This is an optimization exercise on Yosys and OpenROAD, whose aim is small area, a short achievable clock period and few clock cycles per item, not a production implementation. RTL that was checked went through simulation tests only; none was proved equivalent to the original. Only the layout flow was run in runs 1 and 2; the RTL was not checked for function there.

## flow/design.v (module list and top-level ports; edited modules follow where they fit)
// module inv: 90 lines
// module inv_csub: 4098 lines
// module inv_add: 4643 lines
module inv #(parameter WIDTH = 256)
   (
   input  wire               clk,
   input  wire               reset_n,
   input  wire               start_inv,
   input  wire [WIDTH - 1:0] a,
   input  wire [WIDTH - 1:0] P,
   output wire               done_inv,
   output wire [WIDTH:0]     result
   );
  // ...
==> flow/flow/run.sh <==
#!/bin/bash
# The standard layout (the standard.sh, all steps), except that the
# input and output ports are buffered with the smallest buffer cell.
set -euo pipefail
bash standard.sh 'BUFFER_PORTS_ARGS=-buffer_cell sky130_fd_sc_hd__buf_1' finish > standard_flow.log 2>&1
==> flow/standard.sh <==
#!/bin/bash
# synth_recipe.tcl (not shown) runs the flow's synth.tcl, then flattens the netlist and writes it again
# the make line also repeats each setting of config.mk as NAME=value (left out here)
make -C /OpenROAD-flow-scripts/flow DESIGN_CONFIG=/design/flow/config.mk WORK_HOME=/design/flow/orfs CLKGATE_MAP_FILE= SYNTH_SCRIPT=/design/flow/synth_recipe.tcl "${@:-finish}"
==> flow/config.mk <==
export PLATFORM = sky130hd
export DESIGN_NAME = inv
export DESIGN_NICKNAME = inv
export VERILOG_FILES = /design/flow/design.v
export SDC_FILE = /design/flow/constraint.sdc
export NUM_CORES = 4
export LEC_CHECK = 0
export CAP_MARGIN = 20
export CELL_PAD_IN_SITES_DETAIL_PLACEMENT = 1
export CELL_PAD_IN_SITES_GLOBAL_PLACEMENT = 2
export CORE_MARGIN = 2
export CORE_UTILIZATION = 40
export SETUP_SLACK_MARGIN = 5
export SLEW_MARGIN = 20
export TNS_END_PERCENT = 5
==> flow/constraint.sdc <==
create_clock -name core_clock -period 10.0 [get_ports {clk}]
set_input_delay 2.0000 -clock core_clock [delete_from_list [all_inputs] [get_ports {clk}]]
set_output_delay 2.0000 -clock core_clock [all_outputs]
set_load 0.01 [all_outputs]
==> results by group, run 1 <==
Layout
  – Most common cell after layout, fill and taps aside: nand2_1
  – Inverters: slightly above 400
  – Net count, final: 12890
  – Fin cells: ~15000

Setup path
  – Cell family with most CP delay: compound AO/OA/AOI/OAI gates
  – Worst r2r path cells: 17
  – CP startpoint: V[142]$_DFFE_PN_
  – Worst Path Class, Setup: flip-flop to flip-flop
  – Max incr delay on CP: between 1000 and 1500 ps

Status
  – Status: no timing/DRC/antenna violations

GRT
  – Met1 usage in global routing: 0.4753

Timing
  – Post-route setup TNS: 0 ps

Hold path
  – Hold path startpoint: sig$_DFFE_PN0P_

Job
  – Max Cap Viol: 0

Routing
  – # DRC: 0
  – DR pass1 iterations: 6
  – WL per Instance: just over 30 um

Synthesis
  – Synth area leader: edfxtp_1
  – Synth Area in Compound Gates: 0.2463
  – Yosys cell types: ~110

Clock network
  – PostCTS Resize Cnt: between 200 and 300
  – CTS tree: yes

Placement
  – Placed insts: ~14000
  – Placed inst area: 94910 um2
  – DP Wirelength: between 300000 and 400000 um
==> module inv, before the edit <==
module inv #(parameter WIDTH = 256)
   (
   input  wire               clk,
   input  wire               reset_n,
   input  wire               start_inv,
   input  wire [WIDTH - 1:0] a,
   input  wire [WIDTH - 1:0] P,
   output wire               done_inv,
   output wire [WIDTH:0]     result
   );
   reg  [255:0] U, V, CV;
   reg  [256:0] CU;
   reg  [9:0]   cnt;
   reg          busy, ph2, done, sig;
   assign done_inv = done;
   assign result   = CU;
   wire         load = start_inv & ~busy & ~done;
   wire [254:0] x = U[255:1];
   wire [254:0] y = V[255:1];
   wire         ge, eq_unused;
   wire [254:0] dm;
   inv_csub u_csub (.x(x), .y(y), .ge(ge), .eq(eq_unused), .d(dm));
   wire         even = ~U[0];
   wire         fin  = ~even & ~(|x) & ~(|y);
   wire [15:0]  ctop = CU[256:241];
   wire [255:0] pm   = ~CV;                     
   wire [15:0]  ptop = {1'b0, pm[255:241]};
   wire         gtp  = ctop > ptop;             
   wire [15:0]  wtop = gtp ? ctop - ptop : ctop;
   wire         lt1  = wtop < {2'b0, pm[255:242]};
   wire         lt2  = wtop < {3'b0, pm[255:243]};
   wire         lt3  = wtop < {4'b0, pm[255:244]};
   wire [1:0]   jw   = lt3 ? 2'd3 : lt2 ? 2'd2 : lt1 ? 2'd1 : 2'd0;
   wire [1:0]   jl   = (cnt[8:2] != 7'h7f) ? 2'd3 : ~cnt[1:0];    
   wire [1:0]   j2   = (jw < jl) ? jw : jl;
   wire [1:0]   mu = even ? (U[1] ? 2'd0 : U[2] ? 2'd1 : U[3] ? 2'd2 : 2'd3) :
                     (x[0] ^ y[0]) ? 2'd0 : (x[1] ^ y[1]) ? 2'd1 :
                     (x[2] ^ y[2]) ? 2'd2 : 2'd3;
   wire [1:0]   m  = ph2 ? j2 : mu;
   wire [254:0] z  = even ? x : dm;
   wire [254:0] zs = (mu == 2'd0) ? z : (mu == 2'd1) ? {1'b0, z[254:1]} :
                     (mu == 2'd2) ? {2'b0, z[254:2]} : {3'b0, z[254:3]};
   wire         swp = ~even & ~ge & ~ph2;
   wire [256:0] sum;
   wire         sge;
   wire [256:0] sumv;
   inv_add u_add (.a(CU), .b({ph2, CV}), .ci(ph2), .fi(fin), .s(sum), .sv(sumv), .co(sge));
   wire [256:0] zc  = (ph2 & sge) ? sum : (swp | (fin & sig)) ? {1'b0, CV} : CU;
   wire [256:0] zcs = (m == 2'd0) ? {zc[255:0], 1'b0} :
                      (m == 2'd1) ? {zc[254:0], 2'b0} :
                      (m == 2'd2) ? {zc[253:0], 3'b0} : {zc[252:0], 4'b0};
   wire [9:0] cnt_n = cnt + (fin ? 10'd1 : {8'd0, m} + 10'd1);
   always @(posedge clk or negedge reset_n) begin
      if (!reset_n) begin
         busy <= 1'b0;
         done <= 1'b0;
         ph2  <= 1'b0;
         sig  <= 1'b0;
         cnt  <= 10'd0;
      end else if (!start_inv) begin
         busy <= 1'b0;
         done <= 1'b0;
      end else if (load) begin
         busy <= 1'b1;
         ph2  <= 1'b0;
         sig  <= 1'b1;
         cnt  <= 10'd0;
      end else if (busy) begin
         cnt <= cnt_n;
         if (fin)
            ph2 <= 1'b1;
         if (swp)
            sig <= ~sig;
         if (cnt_n[9]) begin
            busy <= 1'b0;
            done <= 1'b1;
         end
      end else begin
         done <= 1'b0;
      end
   end
   always @(posedge clk) begin
      U  <= load ? a : {1'b0, zs};
      if (load | swp)
         V <= load ? P : U;
      CU <= load ? 257'd0 : fin ? {zc[255:0], 1'b0} : zcs;
      if (load | (busy & ~ph2 & ~even))
         CV <= load ? 256'd1 : sumv[255:0];
   end
endmodule
==> run 2, diff against run 1 <==
--- a/flow/design.v
+++ b/flow/design.v
@@ -26,10 +26,15 @@
    wire [255:0] pm   = ~CV;                     
    wire [15:0]  ptop = {1'b0, pm[255:241]};
    wire         gtp  = ctop > ptop;             
-   wire [15:0]  wtop = gtp ? ctop - ptop : ctop;
-   wire         lt1  = wtop < {2'b0, pm[255:242]};
-   wire         lt2  = wtop < {3'b0, pm[255:243]};
-   wire         lt3  = wtop < {4'b0, pm[255:244]};
+   wire [15:0]  t1   = {2'b0, pm[255:242]};
+   wire [15:0]  t2   = {3'b0, pm[255:243]};
+   wire [15:0]  t3   = {4'b0, pm[255:244]};
+   wire [17:0]  e1   = {2'b0, ctop} - {2'b0, ptop} - {2'b0, t1};
+   wire [17:0]  e2   = {2'b0, ctop} - {2'b0, ptop} - {2'b0, t2};
+   wire [17:0]  e3   = {2'b0, ctop} - {2'b0, ptop} - {2'b0, t3};
+   wire         lt1  = gtp ? e1[17] : ctop < t1;
+   wire         lt2  = gtp ? e2[17] : ctop < t2;
+   wire         lt3  = gtp ? e3[17] : ctop < t3;
    wire [1:0]   jw   = lt3 ? 2'd3 : lt2 ? 2'd2 : lt1 ? 2'd1 : 2'd0;
    wire [1:0]   jl   = (cnt[8:2] != 7'h7f) ? 2'd3 : ~cnt[1:0];    
    wire [1:0]   j2   = (jw < jl) ? jw : jl;
@@ -49,7 +54,13 @@
    wire [256:0] zcs = (m == 2'd0) ? {zc[255:0], 1'b0} :
                       (m == 2'd1) ? {zc[254:0], 2'b0} :
                       (m == 2'd2) ? {zc[253:0], 3'b0} : {zc[252:0], 4'b0};
-   wire [9:0] cnt_n = cnt + (fin ? 10'd1 : {8'd0, m} + 10'd1);
+   wire [9:0]  cnt1 = cnt + 10'd1;
+   wire [9:0]  cnt2 = cnt + 10'd2;
+   wire [9:0]  cnt3 = cnt + 10'd3;
+   wire [9:0]  cnt4 = cnt + 10'd4;
+   wire [1:0]  mn   = fin ? 2'd0 : m;
+   wire [9:0]  cnt_n = (mn == 2'd0) ? cnt1 : (mn == 2'd1) ? cnt2 :
+                       (mn == 2'd2) ? cnt3 : cnt4;
    always @(posedge clk or negedge reset_n) begin
       if (!reset_n) begin
          busy <= 1'b0;
==> run 2 against run 1 <==
Via count is 5.6% higher. Sequential cell count stayed put. Still clean on timing, DRC and antenna. Largest cell class unchanged. Critical path type unchanged. Synthesized area is 2.1% higher.
==> results by group, run 2 <==
Status
  – Status: no timing/DRC/antenna violations

Setup path
  – Worst Path Class, Setup: flip-flop to flip-flop
  – Critical Path Most Common Cell: ha_4
  – Cell family with most CP delay: compound AO/OA/AOI/OAI gates
  – Max incr delay on CP: 520 ps (-520 ps)
  – Buf/Inv on CP: 6
  – Critical-path maximum fanout: 7
  – Crit start category: flip-flop
  – Critical Path RT: 10700 ps
  – Setup slack, reg-to-reg: about 4200 ps
  – Critical-path top delay cell: nand2_1
  – Worst setup EP type: flip-flop
  – CP arrival: 6500 ps

Synthesis
  – Syn Nets: between 10000 and 15000
  – Count leader, synth: nand2_1
  – Cell area after synthesis: around 91000 um2
  – Ys Warns: 1
  – Synth area leader: edfxtp_1
  – Sequential cell area fraction in the yosys report: 0.2848
  – Yosys cell types: 121 (+12%)
  – Synth area leaders: edfxtp_1, dfxtp_1, ha_1
  – Async SR Flop Fraction: 0.01350
  – Ys flop type: dfxtp_1
  – Syn Inst Count: between 10000 and 15000
  – Number of enable flip-flop cells after synthesis: between 500 and 600
  – Synth top area share: 0.1684
  – Post-synth top cells: nand2_1, nor2_1, a21oi_1, ha_1, o21ai_0
  – Syn Area/Cell: 7.947 um2
  – Yosys reg bits: 1037

GRT
  – Pin count of the biggest net entering global routing: 182
  – Global-route usage over all layers: 0.4119
  – Global-route wire length before repair: just over 700000 um
  – Vias in the first global route: 99420
  – Overflow after GRT: 0
  – Initial antenna violation count: 28

Die
  – Num rows: between 150 and 200
  – Die Ht: between 400 and 500 um
  – Initial Util: 0.4016
  – Die area: approximately 230000 um2
  – Die Span X: slightly below 500 um
  – I/O pin count: between 700 and 800
  – Core box area: 226800 um2

Layout
  – Register area: 25980 um2
  – Biggest regs: CU: 256 flops, CV: 256 flops, U: 256 flops
  – Fin cells: 15290 (+2.6%)
  – Most common cell after layout, fill and taps aside: nand2_1
  – Layout cells sized above 1: 0.1095
  – Fillers: about 27000
  – Area Growth Syn to Fin: 18.61%
  – Design area: 108100 um2
  – Commonest cells after routing, fill and taps aside: nand2_1, nor2_1, a21oi_1
  – Net count, final: 13280 (+3.0%)
  – Area of the multi-input gates: 63020 um2

Hold path
  – Hold Path Class: flip-flop to flip-flop

Timing
  – Final Max Tran Viols: 0
  – Final worst-path cycle share: 0.5799
  – Actual slew at the worst max-slew pin: approximately 1200 ps
  – Clock period minus worst slack: 5799 ps
  – Final setup violation count: 0
  – RSZ-0062 raised after global routing: yes
  – Fin Clk Skew: 32.07 ps
  – Post-route setup TNS: 0 ps (unchanged)
  – Relative slew slack: 0.1805
  – Fmax: approximately 170 MHz
  – Final hold vios: 0

Routing
  – Routed WL: between 500000 and 600000 um
  – Final ANT Viol Nets: 0
  – Via density: around 6.6
  – Initial drt markers: slightly below 10000
  – Routed vias: 100200
  – DR pass1 iterations: 8 (+2)
  – # DRC: 0 (unchanged)
  – WL per Instance: 33.03 um (+6.6%)

Clock network
  – Clk latency of the worst-skew pair: approximately 850 ps
  – Clk sink count: 1037
  – Num CTS Buffers: between 100 and 150
  – Clk buf depth: 3
  – H-tree depth: 4
  – Root buf cell: clkbuf_16
  – Worst-path clk slew: about 60 ps
  – CTS tree: yes

Placement
  – Placed insts: 14690 (+1.9%)
  – DP Wirelength: 332900 um (+5.1%)
  – Routability Congestion: 0.9839
  – Placed inst area: 96580 um2 (+1.8%)
  – IO buf count: 770

Job
  – Max Cap Viol: 0 (unchanged)
## run 2: path summary, 6_finish.rpt
check	start	end	cells past startpoint
min in group asynchronous	reset_n	cnt[0]$_DFFE_PN0P_	1
max	CV[241]$_SDFFCE_PP0P_	CU[81]$_SDFF_PP0_	29
min	cnt[7]$_DFFE_PN0P_	cnt[7]$_DFFE_PN0P_	1
max reg2reg	CV[241]$_SDFFCE_PP0P_	CU[81]$_SDFF_PP0_	29
min reg2reg	cnt[7]$_DFFE_PN0P_	cnt[7]$_DFFE_PN0P_	1
max in group asynchronous	reset_n	ph2$_DFFE_PN0P_	1
## run 2: cell type report
cell class	instances	share of cell area
multi-input cells	9321	0.5832
clock buffers	199	0.03750
repair buffers	1233	0.08216
clock inverters	60	0.006519
well taps	3009	0.03484
flip-flops and latches	1037	0.2405
diodes	16	0.0003705
inverters	416	0.01495
## run 2: worst register-to-register path: cells and delay by family, from the launching register on
family / cells / cell delay, ps
buffers and inverters: 6 / 780
AOI/OAI and AO/OA: 11 / 2240
and+or+nand+nor: 7 / 1160
DFF: 1 / 400
adders and majority gates: 4 / 910
xor gates and xnor gates: 1 / 170
## run 2: routing by layer
layer	GRT usage	share of wire	vias to the layer above	routed length [um]
met5	0	0.00020	-	99
met4	0.2949	0.084	16	42560
met3	0.09367	0.093	1426	47010
met2	0.6358	0.43	5048	219500
met1	0.5049	0.39	50030	195800
li1	-	-	43670	-
## run 2: through the flow
step                        util  hold slack (ps)  worst slack, ps
after global placement    0.4257            489.0             2417
after global routing      0.4763            513.9             4064
after detailed placement  0.4258            487.8             2367
final                     0.4764            480.3             4201
after CTS                 0.4702            479.9             4276
after floorplan                -            449.3             2222
## run 2: kinds of logic after synthesis
kind of cell,after synthesis,synth area share
buffers and inverters,1118,0.05003
AO/OA/AOI/OAI,3617,0.2629
other,1,0.00004116
adder cells (fa/ha/maj),613,0.08559
flip-flops,1037,0.2848
multiplexers,556,0.06318
AND/OR/NAND/NOR,3798,0.1839
XOR/XNOR,724,0.06960
## run 2: what timing repair did
action / CTS / global route
resized for setup: 495 / 128
pin swaps: 114 / 60
setup endpoints to repair: 1033 / 935
setup buffers: 198 / 53
cloned: 52 / 20
hold buffers: 0 / 0
==> run 3, diff against run 2 <==
--- a/flow/design.v
+++ b/flow/design.v
@@ -22,19 +22,19 @@
    inv_csub u_csub (.x(x), .y(y), .ge(ge), .eq(eq_unused), .d(dm));
    wire         even = ~U[0];
    wire         fin  = ~even & ~(|x) & ~(|y);
-   wire [15:0]  ctop = CU[256:241];
+   wire [7:0]   ctop = CU[256:249];
    wire [255:0] pm   = ~CV;                     
-   wire [15:0]  ptop = {1'b0, pm[255:241]};
+   wire [7:0]   ptop = {1'b0, pm[255:249]};
    wire         gtp  = ctop > ptop;             
-   wire [15:0]  t1   = {2'b0, pm[255:242]};
-   wire [15:0]  t2   = {3'b0, pm[255:243]};
-   wire [15:0]  t3   = {4'b0, pm[255:244]};
-   wire [17:0]  e1   = {2'b0, ctop} - {2'b0, ptop} - {2'b0, t1};
-   wire [17:0]  e2   = {2'b0, ctop} - {2'b0, ptop} - {2'b0, t2};
-   wire [17:0]  e3   = {2'b0, ctop} - {2'b0, ptop} - {2'b0, t3};
-   wire         lt1  = gtp ? e1[17] : ctop < t1;
-   wire         lt2  = gtp ? e2[17] : ctop < t2;
-   wire         lt3  = gtp ? e3[17] : ctop < t3;
+   wire [7:0]   t1   = {2'b0, pm[255:250]};
+   wire [7:0]   t2   = {3'b0, pm[255:251]};
+   wire [7:0]   t3   = {4'b0, pm[255:252]};
+   wire [9:0]   e1   = {2'b0, ctop} - {2'b0, ptop} - {2'b0, t1};
+   wire [9:0]   e2   = {2'b0, ctop} - {2'b0, ptop} - {2'b0, t2};
+   wire [9:0]   e3   = {2'b0, ctop} - {2'b0, ptop} - {2'b0, t3};
+   wire         lt1  = gtp ? e1[9] : ctop < t1;
+   wire         lt2  = gtp ? e2[9] : ctop < t2;
+   wire         lt3  = gtp ? e3[9] : ctop < t3;
    wire [1:0]   jw   = lt3 ? 2'd3 : lt2 ? 2'd2 : lt1 ? 2'd1 : 2'd0;
    wire [1:0]   jl   = (cnt[8:2] != 7'h7f) ? 2'd3 : ~cnt[1:0];    
    wire [1:0]   j2   = (jw < jl) ? jw : jl;
--- a/flow/config.mk
+++ b/flow/config.mk
@@ -12,4 +12,4 @@
 export CORE_UTILIZATION = 40
 export SETUP_SLACK_MARGIN = 5
 export SLEW_MARGIN = 20
-export TNS_END_PERCENT = 5
+export TNS_END_PERCENT = 0
==> run 3 against run 2 <==
Still clean on timing, DRC and antenna. Maximum frequency rose by 7.0%. Count of clock-buffer cells in the layout down 15. Worst setup slack gained 380 ps. Final cell count grew 1.8%. Sequential share of layout area is 0.13 points lower. Clock skew grew 7.4 ps. Global-route usage up 1.5 points. Synthesized cell count increased by 3.0%. Critical endpoint is now CU[199]$_SDFF_PP0_. Highest routed layer unchanged.
==> results by group, run 3 <==
Status
  – Status: no timing/DRC/antenna violations

Die
  – Die Span X: 483.6 um (+0.49%)
  – Core box area: 229200 um2 (+1.1%)
  – Initial Util: 0.4013 (about the same)
  – Die Ht: 483.6 um (+0.49%)
  – I/O pin count: 773 (unchanged)
  – Num rows: 176 (+0.57%)
  – Die area: 233900 um2 (+0.97%)

GRT
  – Global-route usage over all layers: 0.4267 (+0.01478)
  – Vias in the first global route: 103800 (+4.4%)
  – Pin count of the biggest net entering global routing: 159 (-13%)
  – Global-route wire length before repair: 743100 um (+5.1%)
  – Overflow after GRT: 0 (unchanged)
  – Initial antenna violation count: 25 (-11%)

Setup path
  – Worst setup EP type: flip-flop
  – Cells along the critical path: nor4_4 > nand4_1 > nor4_1 > buf_4 > nand4_1 > nor3_4 > bufbuf_16 > nand2_1 > o31a_4 > buf_12 > buf_16 > mux2_1 > mux2i_4 > nor2_1 > o21ai_0 > o221ai_1
  – Crit start category: flip-flop
  – Critical Path RT: 10700 ps (about the same)
  – Critical-path maximum fanout: 47 (+40)
  – CP arrival: 6110 ps (-390 ps)
  – Buf/Inv on CP: 4 (-2)
  – FF-to-FF End: CU[199]$_SDFF_PP0_
  – Setup slack, reg-to-reg: 4580 ps (+380 ps)
  – Reg-to-reg critical path startpoint: V[250]$_DFFE_PN_
  – Critical Path Most Common Cell: nand4_1
  – Worst Path Class, Setup: flip-flop to flip-flop
  – Max incr delay on CP: 530 ps (about the same)
  – Worst r2r path cells: 16 (-45%)
  – Cell family with most CP delay: simple AND/OR/NAND/NOR gates
  – Critical-path top delay cell: nor4_4

Hold path
  – Hold depth: 1 (unchanged)
  – Hold Path Class: flip-flop to flip-flop
  – Hold path startpoint: cnt[7]$_DFFE_PN0P_
  – Hold EP: cnt[7]$_DFFE_PN0P_

Synthesis
  – Sequential cell area fraction in the yosys report: 0.2820 (-0.002769)
  – Count leader, synth: nand2_1
  – Ys flop type: dfxtp_1
  – Cell area after synthesis: 92000 um2 (+0.98%)
  – Yosys cell types: 128 (+5.8%)
  – Yosys reg bits: 1037 (unchanged)
  – Async SR Flop Fraction: 0.01350 (unchanged)
  – Synth area leader: edfxtp_1
  – Post-synth top cells: nand2_1, a21oi_1, nor2_1, o21ai_0, ha_1
  – Number of enable flip-flop cells after synthesis: 511 (unchanged)
  – Syn Area/Cell: 7.792 um2 (-2.0%)
  – Synth area leaders: edfxtp_1, dfxtp_1, nand2_1
  – Syn Nets: 12890 (+2.3%)
  – Synth top area share: 0.1668 (-0.001638)
  – Ys Warns: 1 (unchanged)
  – Syn Inst Count: 11810 (+3.0%)

Layout
  – Commonest cells after routing, fill and taps aside: nand2_1, a21oi_1, nor2_1
  – Biggest regs: CU: 256 flops, CV: 256 flops, U: 256 flops
  – Net count, final: 13480 (+1.6%)
  – Area Growth Syn to Fin: 18.09%
  – Layout cells sized above 1: 0.1126 (+0.003121)
  – Most common cell after layout, fill and taps aside: nand2_1

Timing
  – Post-route setup TNS: 0 ps (unchanged)
  – Fmax: 184.6 MHz (+7.0%)
  – Final hold vios: 0 (unchanged)
  – Final worst-path cycle share: 0.5418 (-0.03811)
  – Final Max Tran Viols: 0 (unchanged)
  – Hold WS: 506.5 ps (+26.27 ps)
  – RSZ-0062 raised after global routing: yes
  – Final setup violation count: 0 (unchanged)
  – Fin Clk Skew: 39.51 ps (+7.440 ps)
  – Relative slew slack: 0.1495 (-0.03099)
  – Actual slew at the worst max-slew pin: 1271 ps (+53.03 ps)
  – Clock period minus worst slack: 5418 ps (-381.1 ps)

Placement
  – Routability Congestion: 0.9833 (about the same)
  – DP Wirelength: 355400 um (+6.8%)
  – IO buf count: 770 (unchanged)

Routing
  – WL per Instance: 33.74 um (+2.2%)
  – # DRC: 0 (unchanged)
  – DR pass1 iterations: 6 (-2)
  – Initial drt markers: 10360 (+5.9%)
  – Final ANT Viol Nets: 0 (unchanged)
  – Routed WL: 525000 um (+4.0%)
  – Routed vias: 104000 (+3.8%)
  – Via density: 6.680 (+2.0%)

Clock network
  – Worst-path clk slew: 60 ps (about the same)
  – Clk latency of the worst-skew pair: 840 ps (about the same)
  – CTS tree: yes
  – Num CTS Buffers: 142 (+2.2%)
  – H-tree depth: 4 (unchanged)
  – Root buf cell: clkbuf_16
  – Clk buf depth: 3 (unchanged)
  – Clk sink count: 1037 (unchanged)

Job
  – Max Cap Viol: 0 (unchanged)
-- run 3: changes by cell type after synthesis, moves of 60 or more --
cell / change
a222oi_1: -64
a22oi_1: +64
mux2_2: -63
mux2i_1: -149
nand2_1: +200
nor2_1: -105
o211ai_1: +60
o21ai_1: -88
xnor2_1: -111
-- run 3: layer usage --
| layer | wire, um | part of all wire | global-route usage |
|---|---|---|---|
| met1 | 198200 | 0.38 | 0.5144 |
| met2 | 227300 | 0.43 | 0.6551 |
| met3 | 50000 | 0.095 | 0.09710 |
| met4 | 49390 | 0.094 | 0.3378 |
| met5 | 111 | 0.00021 | 0 |
-- run 3: final cells by class --
| class | instances | area (um2) |
|---|---|---|
| antenna | 15 | 37.54 |
| clock buffer | 184 | 3924 |
| clock inverter | 79 | 893.4 |
| fill | 27720 | 120600 |
| inverter | 416 | 1588 |
| multi-input combinational | 9599 | 64380 |
| sequential | 1037 | 25980 |
| tap | 3026 | 3786 |
| timing repair buffer | 1206 | 8058 |
-- run 3: logic make-up after synthesis --
group	count (synthesis)	synth area share
AOI/OAI and AO/OA	3958	0.2888
xor gates and xnor gates	642	0.06112
adders and majority gates	565	0.07823
buffers and inverters	1181	0.05296
DFF	1037	0.2820
muxes	343	0.03854
other	1	0.00004076
and+or+nand+nor	4080	0.1983
-- run 3: timing repair --
action                                  in CTS  in global routing
pin swaps                                   66                 69
endpoints found under the setup margin    1014                816
cloned                                      39                  6
buffers inserted                           133                 85
gates resized for setup                    460                273
hold buffers                                 0                  0
-- run 3: worst register-to-register path: stages (launching register included) --
cell	delay, ps
edfxtp_1	470
nor4_4	530
nand4_1	480
nor4_1	450
buf_4	240
nand4_1	330
nor3_4	370
bufbuf_16	500
nand2_1	210
o31a_4	190
buf_12	170
buf_16	200
mux2_1	410
mux2i_4	240
nor2_1	60
o21ai_0	250
o221ai_1	180
-- run 3: how the worst max path moves through the flow --
stage,start,endpoint,cells past startpoint
after global placement,CV[50]$_SDFFCE_PP0P_,CU[53]$_SDFF_PP0_,18
after global routing,CU[249]$_SDFF_PP0_,cnt[9]$_DFFE_PN0P_,29
after floorplan,V[114]$_DFFE_PN_,sig$_DFFE_PN0P_,19
after detailed placement,CV[50]$_SDFFCE_PP0P_,CU[53]$_SDFF_PP0_,18
final,V[250]$_DFFE_PN_,CU[199]$_SDFF_PP0_,16
after CTS,V[92]$_DFFE_PN_,U[72]$_DFF_P_,19
-- run 3: per-stage QoR --
| step | cell area, um2 | std cells | setup slack (ps) | utilization |
|---|---|---|---|---|
| finish | 108600 | 15560 | 4582 | 0.4739 |
| global route | 108600 | 15550 | 4710 | 0.4738 |
| CTS | 106600 | 15460 | 4858 | 0.4651 |
| detailed placement | 97500 | 15020 | 2624 | 0.4253 |
| global placement | 97490 | 15020 | 2794 | 0.4253 |
| floorplan | 92170 | 11810 | 2067 | - |
Testbench counts of run 3, summed over its fixed seeds: cycles 20,074, items 72.
==> run 4, diff against run 3 <==
--- a/flow/config.mk
+++ b/flow/config.mk
@@ -12,4 +12,4 @@
 export CORE_UTILIZATION = 40
 export SETUP_SLACK_MARGIN = 5
 export SLEW_MARGIN = 20
-export TNS_END_PERCENT = 0
+export TNS_END_PERCENT = 5
==> run 4 against run 3 <==
Hold slack better by 6.8 ps. Synthesized cell count is the same. Sequential share of layout area is 0.40 points lower. Register-to-register slack improved by 200 ps. Wire length is 1.5% higher. Clock skew shrank 3.8 ps. Count of clock-buffer cells in the layout is the same.
==> results by group, run 4 <==
Routing
  – DR pass1 iterations: 6 (unchanged)
  – Routed vias: 105300 (+1.3%)
  – WL per Instance: 34.06 um (+0.96%)
  – Initial drt markers: 10150 (-2.1%)
  – # DRC: 0 (unchanged)
  – Via density: 6.731 (+0.76%)
  – Routed WL: 532800 um (+1.5%)
  – Final ANT Viol Nets: 0 (unchanged)

Setup path
  – Worst Path Class, Setup: flip-flop to flip-flop
  – Critical-path maximum fanout: 47 (unchanged)
  – Reg-to-reg critical path startpoint: V[250]$_DFFE_PN_
  – CP arrival: 5940 ps (-170 ps)
  – CP startpoint: V[250]$_DFFE_PN_
  – Worst setup EP type: flip-flop
  – Cell family with most CP delay: simple AND/OR/NAND/NOR gates
  – Max incr delay on CP: 520 ps (about the same)
  – Critical Path Most Common Cell: buf_12
  – Critical Path RT: 10730 ps (+30 ps)
  – Crit start category: flip-flop
  – Buf/Inv on CP: 6 (+2)
  – Cells along the critical path: nor4_4 > nand4_1 > nor4_2 > buf_4 > nand4_1 > nor3_4 > buf_4 > buf_16 > nand2_1 > o31a_4 > buf_12 > buf_12 > buf_12 > mux2_2 > mux2_2 > nand2_1 > a21oi_1 > a211o_1
  – Critical-path top delay cell: nor4_4

Timing
  – Relative slew slack: 0.1932 (+0.04369)
  – Clock period minus worst slack: 5215 ps (-202.7 ps)
  – Final hold vios: 0 (unchanged)
  – Fin Clk Skew: 35.69 ps (-3.818 ps)
  – Final worst slack: 4785 ps (+202.7 ps)
  – Actual slew at the worst max-slew pin: 1206 ps (-65.29 ps)
  – Final setup violation count: 0 (unchanged)
  – Final worst-path cycle share: 0.5215 (-0.02027)
  – Fmax: 191.7 MHz (+3.9%)
  – Post-route setup TNS: 0 ps (unchanged)
  – Final Max Tran Viols: 0 (unchanged)
  – RSZ-0062 raised after global routing: yes

Clock network
  – Worst-path clk slew: 60 ps (about the same)
  – Clk buf depth: 3 (unchanged)
  – Clk sink count: 1037 (unchanged)
  – Post-CTS Hold Fix Bufs: 0 (unchanged)
  – Num CTS Buffers: 142 (unchanged)
  – H-tree depth: 4 (unchanged)
  – Clk latency of the worst-skew pair: 850 ps (about the same)
  – Root buf cell: clkbuf_16
  – CTS tree: yes

Synthesis
  – Ys Warns: 1 (unchanged)
  – Count leader, synth: nand2_1
  – Synth area leaders: edfxtp_1, dfxtp_1, nand2_1
  – Syn Nets: 12890 (unchanged)
  – Number of enable flip-flop cells after synthesis: 511 (unchanged)
  – Yosys reg bits: 1037 (unchanged)
  – Cell area after synthesis: 92000 um2 (unchanged)
  – Synth top area share: 0.1668 (unchanged)
  – Yosys cell types: 128 (unchanged)
  – Sequential cell area fraction in the yosys report: 0.2820 (unchanged)
  – Ys flop type: dfxtp_1
  – Synth area leader: edfxtp_1
  – Post-synth top cells: nand2_1, a21oi_1, nor2_1, o21ai_0, ha_1
  – Syn Inst Count: 11810 (unchanged)
  – Syn Area/Cell: 7.792 um2 (unchanged)
  – Async SR Flop Fraction: 0.01350 (unchanged)

Placement
  – Placed inst area: 97500 um2 (unchanged)
  – Routability Congestion: 0.9833 (unchanged)
  – IO buf count: 770 (unchanged)
  – DP Wirelength: 355400 um (unchanged)
  – Pre-CTS setup slack: 2624 ps (unchanged)

Hold path
  – Hold Path Class: flip-flop to flip-flop
  – Hold path startpoint: cnt[7]$_DFFE_PN0P_

Die
  – Initial Util: 0.4013 (unchanged)
  – Die area: 233900 um2 (unchanged)
  – Core box area: 229200 um2 (unchanged)
  – Num rows: 176 (unchanged)
  – Die Ht: 483.6 um (unchanged)
  – Die Span X: 483.6 um (unchanged)
  – I/O pin count: 773 (unchanged)

GRT
  – Initial antenna violation count: 29 (+16%)
  – Pin count of the biggest net entering global routing: 159 (unchanged)
  – Global-route wire length before repair: 747900 um (+0.65%)
  – Global-route usage over all layers: 0.4298 (+0.003119)
  – Overflow after GRT: 0 (unchanged)
  – Vias in the first global route: 104300 (+0.50%)

Layout
  – Area Growth Syn to Fin: 20.14%
  – Biggest regs: CU: 256 flops, CV: 256 flops, U: 256 flops
  – Layout cells sized above 1: 0.1273 (+0.01473)
  – Design area: 110500 um2 (+1.7%)
  – Most common cell after layout, fill and taps aside: nand2_1
  – Net count, final: 13560 (+0.56%)
  – Commonest cells after routing, fill and taps aside: nand2_1, a21oi_1, nor2_1

Status
  – Status: no timing/DRC/antenna violations

Job
  – Max Cap Viol: 0 (unchanged)
==> run 4: cell counts after synthesis <==
No cell type changed its count.
==> run 4: what timing repair did <==
item	in CTS	in global routing
pin swaps	78	114
cloned	45	12
setup endpoints to repair	1014	812
endpoints found under the hold margin	0	0
setup buffers	153	128
gates resized for setup	561	398
==> run 4: cells by family (layout without fill, tap and decap cells) <==
| group | after synthesis | after routing | synth area share |
|---|---|---|---|
| AOI/OAI and AO/OA | 3958 | 3959 | 0.2888 |
| adders and majority gates | 565 | 565 | 0.07823 |
| DFF | 1037 | 1037 | 0.2820 |
| other | 1 | 23 | 0.00004076 |
| and+or+nand+nor | 4080 | 4089 | 0.1983 |
| xor gates and xnor gates | 642 | 642 | 0.06112 |
| muxes | 343 | 344 | 0.03854 |
| buffers and inverters | 1181 | 1959 | 0.05296 |
==> run 4: routing by layer <==
metal | vias up | global-route usage | wire [um]
met3 | 1722 | 0.09821 | 50940
met5 | - | 0 | 174
met2 | 5789 | 0.6606 | 230400
li1 | 45220 | - | -
met1 | 52550 | 0.5170 | 200700
met4 | 24 | 0.3411 | 50570
==> run 4: final timing paths <==
| check | endpoint | slack, ps | depth (start not counted) |
|---|---|---|---|
| min | cnt[7]$_DFFE_PN0P_ | 510 | 1 |
| max | CU[219]$_SDFF_PP0_ | 4780 | 18 |
| max in group asynchronous | cnt[3]$_DFFE_PN0P_ | 8240 | 1 |
| max reg2reg | CU[219]$_SDFF_PP0_ | 4780 | 18 |
| min in group asynchronous | done$_DFFE_PN0P_ | 1230 | 1 |
| min reg2reg | cnt[7]$_DFFE_PN0P_ | 510 | 1 |
==> run 4: layout make-up <==
type | count | area [um2]
Fill cell | 27610 | 118700
Clock inverter | 79 | 893.4
Clock buffer | 184 | 3924
Sequential cell | 1037 | 25990
Antenna cell | 22 | 55.05
Inverter | 416 | 1590
Tap cell | 3026 | 3786
Multi-Input combinational cell | 9600 | 65360
Timing Repair Buffer | 1280 | 8931
==> run 4: stage by stage <==
step,hold slack [ps],instances,utilization
after floorplan,448.8,11810,-
after global placement,476.0,15020,0.4253
after detailed placement,497.7,15020,0.4253
after CTS,507.2,15480,0.4688
after global routing,528.0,15630,0.4820
final,513.3,15640,0.4822
==> run 5, diff against run 4 <==
--- a/flow/config.mk
+++ b/flow/config.mk
@@ -9,7 +9,7 @@
 export CELL_PAD_IN_SITES_DETAIL_PLACEMENT = 1
 export CELL_PAD_IN_SITES_GLOBAL_PLACEMENT = 2
 export CORE_MARGIN = 2
-export CORE_UTILIZATION = 40
+export CORE_UTILIZATION = 45
 export SETUP_SLACK_MARGIN = 5
 export SLEW_MARGIN = 20
 export TNS_END_PERCENT = 5
==> run 5 against run 4 <==
Maximum frequency down 2.3%. Cell area down 1.0%. Wire length down 2.1%. Critical path type unchanged. Critical endpoint is now cnt[9]$_DFFE_PN0P_. Worst setup slack worse by 120 ps. Still clean.
==> results by group, run 5 <==
Synthesis
  – Count leader, synth: nand2_1
  – Number of enable flip-flop cells after synthesis: 511 (unchanged)
  – Syn Area/Cell: 7.792 um2 (unchanged)
  – Syn Inst Count: 11810 (unchanged)
  – Ys Warns: 1 (unchanged)
  – Cell area after synthesis: 92000 um2 (unchanged)
  – Synth area leaders: edfxtp_1, dfxtp_1, nand2_1
  – Yosys cell types: 128 (unchanged)
  – Syn Nets: 12890 (unchanged)
  – Ys flop type: dfxtp_1
  – Yosys reg bits: 1037 (unchanged)
  – Async SR Flop Fraction: 0.01350 (unchanged)
  – Synth area leader: edfxtp_1
  – Sequential cell area fraction in the yosys report: 0.2820 (unchanged)
  – Post-synth top cells: nand2_1, a21oi_1, nor2_1, o21ai_0, ha_1
  – Synth top area share: 0.1668 (unchanged)

Setup path
  – Buf/Inv on CP: 3 (-3)
  – Worst r2r path cells: 16 (-2)
  – Max incr delay on CP: 750 ps (+230 ps)
  – Critical-path maximum fanout: 27 (-43%)
  – Setup slack, reg-to-reg: 4660 ps (-120 ps)
  – Worst Path Class, Setup: flip-flop to flip-flop
  – Critical-path top delay cell: nor4_4
  – Crit start category: flip-flop
  – Critical Path RT: 10740 ps (about the same)
  – CP arrival: 6080 ps (+140 ps)
  – Critical Path Most Common Cell: nand4_1
  – Cell family with most CP delay: simple AND/OR/NAND/NOR gates
  – Cells along the critical path: nor4_4 > nand4_1 > nor4_4 > nand4_1 > nor3_4 > buf_4 > buf_16 > nand2b_4 > clkinvlp_4 > ha_4 > a21oi_1 > nor3_1 > a211oi_1 > nand4_1 > xnor2_2 > a32o_1
  – FF-to-FF End: cnt[9]$_DFFE_PN0P_
  – Reg-to-reg critical path startpoint: U[164]$_DFF_P_
  – Worst setup EP type: flip-flop

Routing
  – # DRC: 0 (unchanged)
  – Via density: 6.974 (+3.6%)
  – Routed vias: 106400 (+1.1%)
  – Final ANT Viol Nets: 0 (unchanged)
  – Routed WL: 521500 um (-2.1%)
  – Initial drt markers: 12350 (+22%)
  – DR pass1 iterations: 9 (+3)
  – WL per Instance: 34.17 um (+0.33%)

Timing
  – RSZ-0062 raised after global routing: yes
  – Fin Clk Skew: 40.44 ps (+4.746 ps)
  – Fmax: 187.3 MHz (-2.3%)
  – Final Max Tran Viols: 0 (unchanged)
  – Final worst slack: 4661 ps (-124.1 ps)
  – Relative slew slack: 0.09249 (-0.1007)
  – Post-route setup TNS: 0 ps (unchanged)
  – Actual slew at the worst max-slew pin: 1356 ps (+150.5 ps)
  – Final hold vios: 0 (unchanged)
  – Clock period minus worst slack: 5339 ps (+124.1 ps)
  – Final worst-path cycle share: 0.5339 (+0.01241)
  – Final setup violation count: 0 (unchanged)

Die
  – Num rows: 165 (-6.3%)
  – Die Ht: 456.2 um (-5.7%)
  – I/O pin count: 773 (unchanged)
  – Core box area: 202700 um2 (-12%)
  – Initial Util: 0.4538 (+0.05247)
  – Die area: 208100 um2 (-11%)
  – Die Span X: 456.2 um (-5.7%)

GRT
  – Overflow after GRT: 0 (unchanged)
  – Vias in the first global route: 105700 (+1.4%)
  – Initial antenna violation count: 32 (+10%)
  – Global-route wire length before repair: 732200 um (-2.1%)
  – Global-route usage over all layers: 0.4682 (+0.03832)
  – Pin count of the biggest net entering global routing: 203 (+28%)

Placement
  – Pre-CTS setup slack: 2603 ps (-21.60 ps)
  – Routability Congestion: 1.024 (+4.2%)
  – DP Wirelength: 339300 um (-4.5%)
  – IO buf count: 770 (unchanged)

Hold path
  – Hold depth: 1 (unchanged)
  – Hold EP: cnt[7]$_DFFE_PN0P_
  – Hold path startpoint: cnt[7]$_DFFE_PN0P_
  – Hold Path Class: flip-flop to flip-flop

Clock network
  – Clk sink count: 1037 (unchanged)
  – Worst-path clk slew: 60 ps (about the same)
  – Clk latency of the worst-skew pair: 860 ps (about the same)
  – Clk buf depth: 3 (unchanged)
  – CTS tree: yes
  – H-tree depth: 4 (unchanged)
  – Num CTS Buffers: 139 (-2.1%)
  – Root buf cell: clkbuf_16
  – Post-CTS Hold Fix Bufs: 0 (unchanged)

Layout
  – Commonest cells after routing, fill and taps aside: nand2_1, a21oi_1, nor2_1
  – Most common cell after layout, fill and taps aside: nand2_1
  – Net count, final: 13530 (-0.22%)
  – Layout cells sized above 1: 0.1204 (-0.006928)
  – Area Growth Syn to Fin: 18.93%
  – Biggest regs: CU: 256 flops, CV: 256 flops, U: 256 flops

Job
  – Max Cap Viol: 0 (unchanged)

Status
  – Status: no timing/DRC/antenna violations
run 5: metrics by stage:
stage / instance area, um2 / instances / hold WS [ps] / util
final: 109400 / 15260 / 484.2 / 0.5397
after global routing: 109400 / 15240 / 500.0 / 0.5395
after global placement: 96970 / 14660 / 468.0 / 0.4783
after CTS: 106100 / 15100 / 497.2 / 0.5235
after detailed placement: 96990 / 14660 / 480.0 / 0.4784
after floorplan: 92170 / 11810 / 448.8 / -
run 5: cell families (layout without fill, tap and decap cells):
kind of cell,Yosys count,in the layout,share of synthesized area
compound gates,3958,3960,0.2888
xor+xnor,642,642,0.06112
fa+ha+maj,565,565,0.07823
buf+inv,1181,1921,0.05296
flops,1037,1037,0.2820
mux,343,344,0.03854
other cells,1,24,0.00004076
simple gates,4080,4095,0.1983
run 5: metal layers:
| layer | global-route usage | vias to the layer above | routed length (um) | share of wire |
|---|---|---|---|---|
| li1 | - | 45140 | - | - |
| met1 | 0.5389 | 52400 | 184500 | 0.35 |
| met2 | 0.7135 | 6638 | 224000 | 0.43 |
| met3 | 0.1083 | 2238 | 53480 | 0.10 |
| met4 | 0.4481 | 20 | 59280 | 0.11 |
| met5 | 0 | - | 151 | 0.00029 |
run 5: worst max-delay path by stage:
stage / slack, ps / cells after the start / from / end
5_1_grt: 4570 / 17 / V[68]$_DFFE_PN_ / U[198]$_DFF_P_
2_1_floorplan: 2070 / 19 / V[114]$_DFFE_PN_ / sig$_DFFE_PN0P_
3_3_place_gp: 2750 / 21 / ph2$_DFFE_PN0P_ / CU[49]$_SDFF_PP0_
4_1_cts: 4880 / 27 / CU[249]$_SDFF_PP0_ / busy$_DFF_PN0_
3_5_place_dp: 2600 / 21 / ph2$_DFFE_PN0P_ / CU[107]$_SDFF_PP0_
6_report: 4660 / 16 / U[164]$_DFF_P_ / cnt[9]$_DFFE_PN0P_
run 5: area by class of cell:
class | count | area [um2]
fill | 24480 | 93320
multi-input combinational | 9607 | 64920
sequential | 1037 | 25980
timing repair buffer | 1246 | 8611
clock buffer | 203 | 4081
tap | 2672 | 3343
inverter | 416 | 1587
clock inverter | 56 | 829.5
antenna | 23 | 57.56
run 5: what timing repair did:
item | in CTS | in global routing
pin swaps | 73 | 94
buffers inserted | 139 | 113
resized for setup | 474 | 395
setup endpoints to repair | 1070 | 847
cloned | 38 | 23

==> afterwards: timing with drivers on the ports <==
In the flow no input, the clock included, has a driving cell. The finished layouts below were timed again as built, in two steps.
Step 1 (the two cells are an assumption about what drives the block):
set clk [get_ports {clk}]
set_driving_cell -lib_cell sky130_fd_sc_hd__clkbuf_16 $clk
set_driving_cell -lib_cell sky130_fd_sc_hd__buf_2 [delete_from_list [all_inputs] $clk]
Step 2 moves the port delays by t, midway between the first and last clock arrival at a register: inputs arrive t later, outputs are due t later. That takes back most of the time a late clock gives input paths.
Slacks: ideal ports / drivers / drivers and shift; pairs: ideal ports / drivers.
| run | shift t [ns] | setup slack, ns | worst setup path at the end | clock arrival spread, ns |
|---|---|---|---|---|
| run 1 | 0.897 | 3.190 / 3.190 / 3.190 | register to register | 0.037 / 0.037 |
| run 2 | 0.928 | 4.201 / 4.201 / 3.909 | input to register | 0.032 / 0.032 |
| run 3 | 0.932 | 4.582 / 4.582 / 4.086 | input to register | 0.039 / 0.040 |
| run 4 | 0.931 | 4.785 / 4.785 / 4.064 | input to register | 0.036 / 0.035 |
| run 5 | 0.937 | 4.661 / 4.661 / 3.746 | input to register | 0.040 / 0.040 |
After both steps setup and hold are still met in every run listed. The setup slack of run 5, which loses most, moves by 0.000 ns with the drivers and by -0.915 ns with both steps.
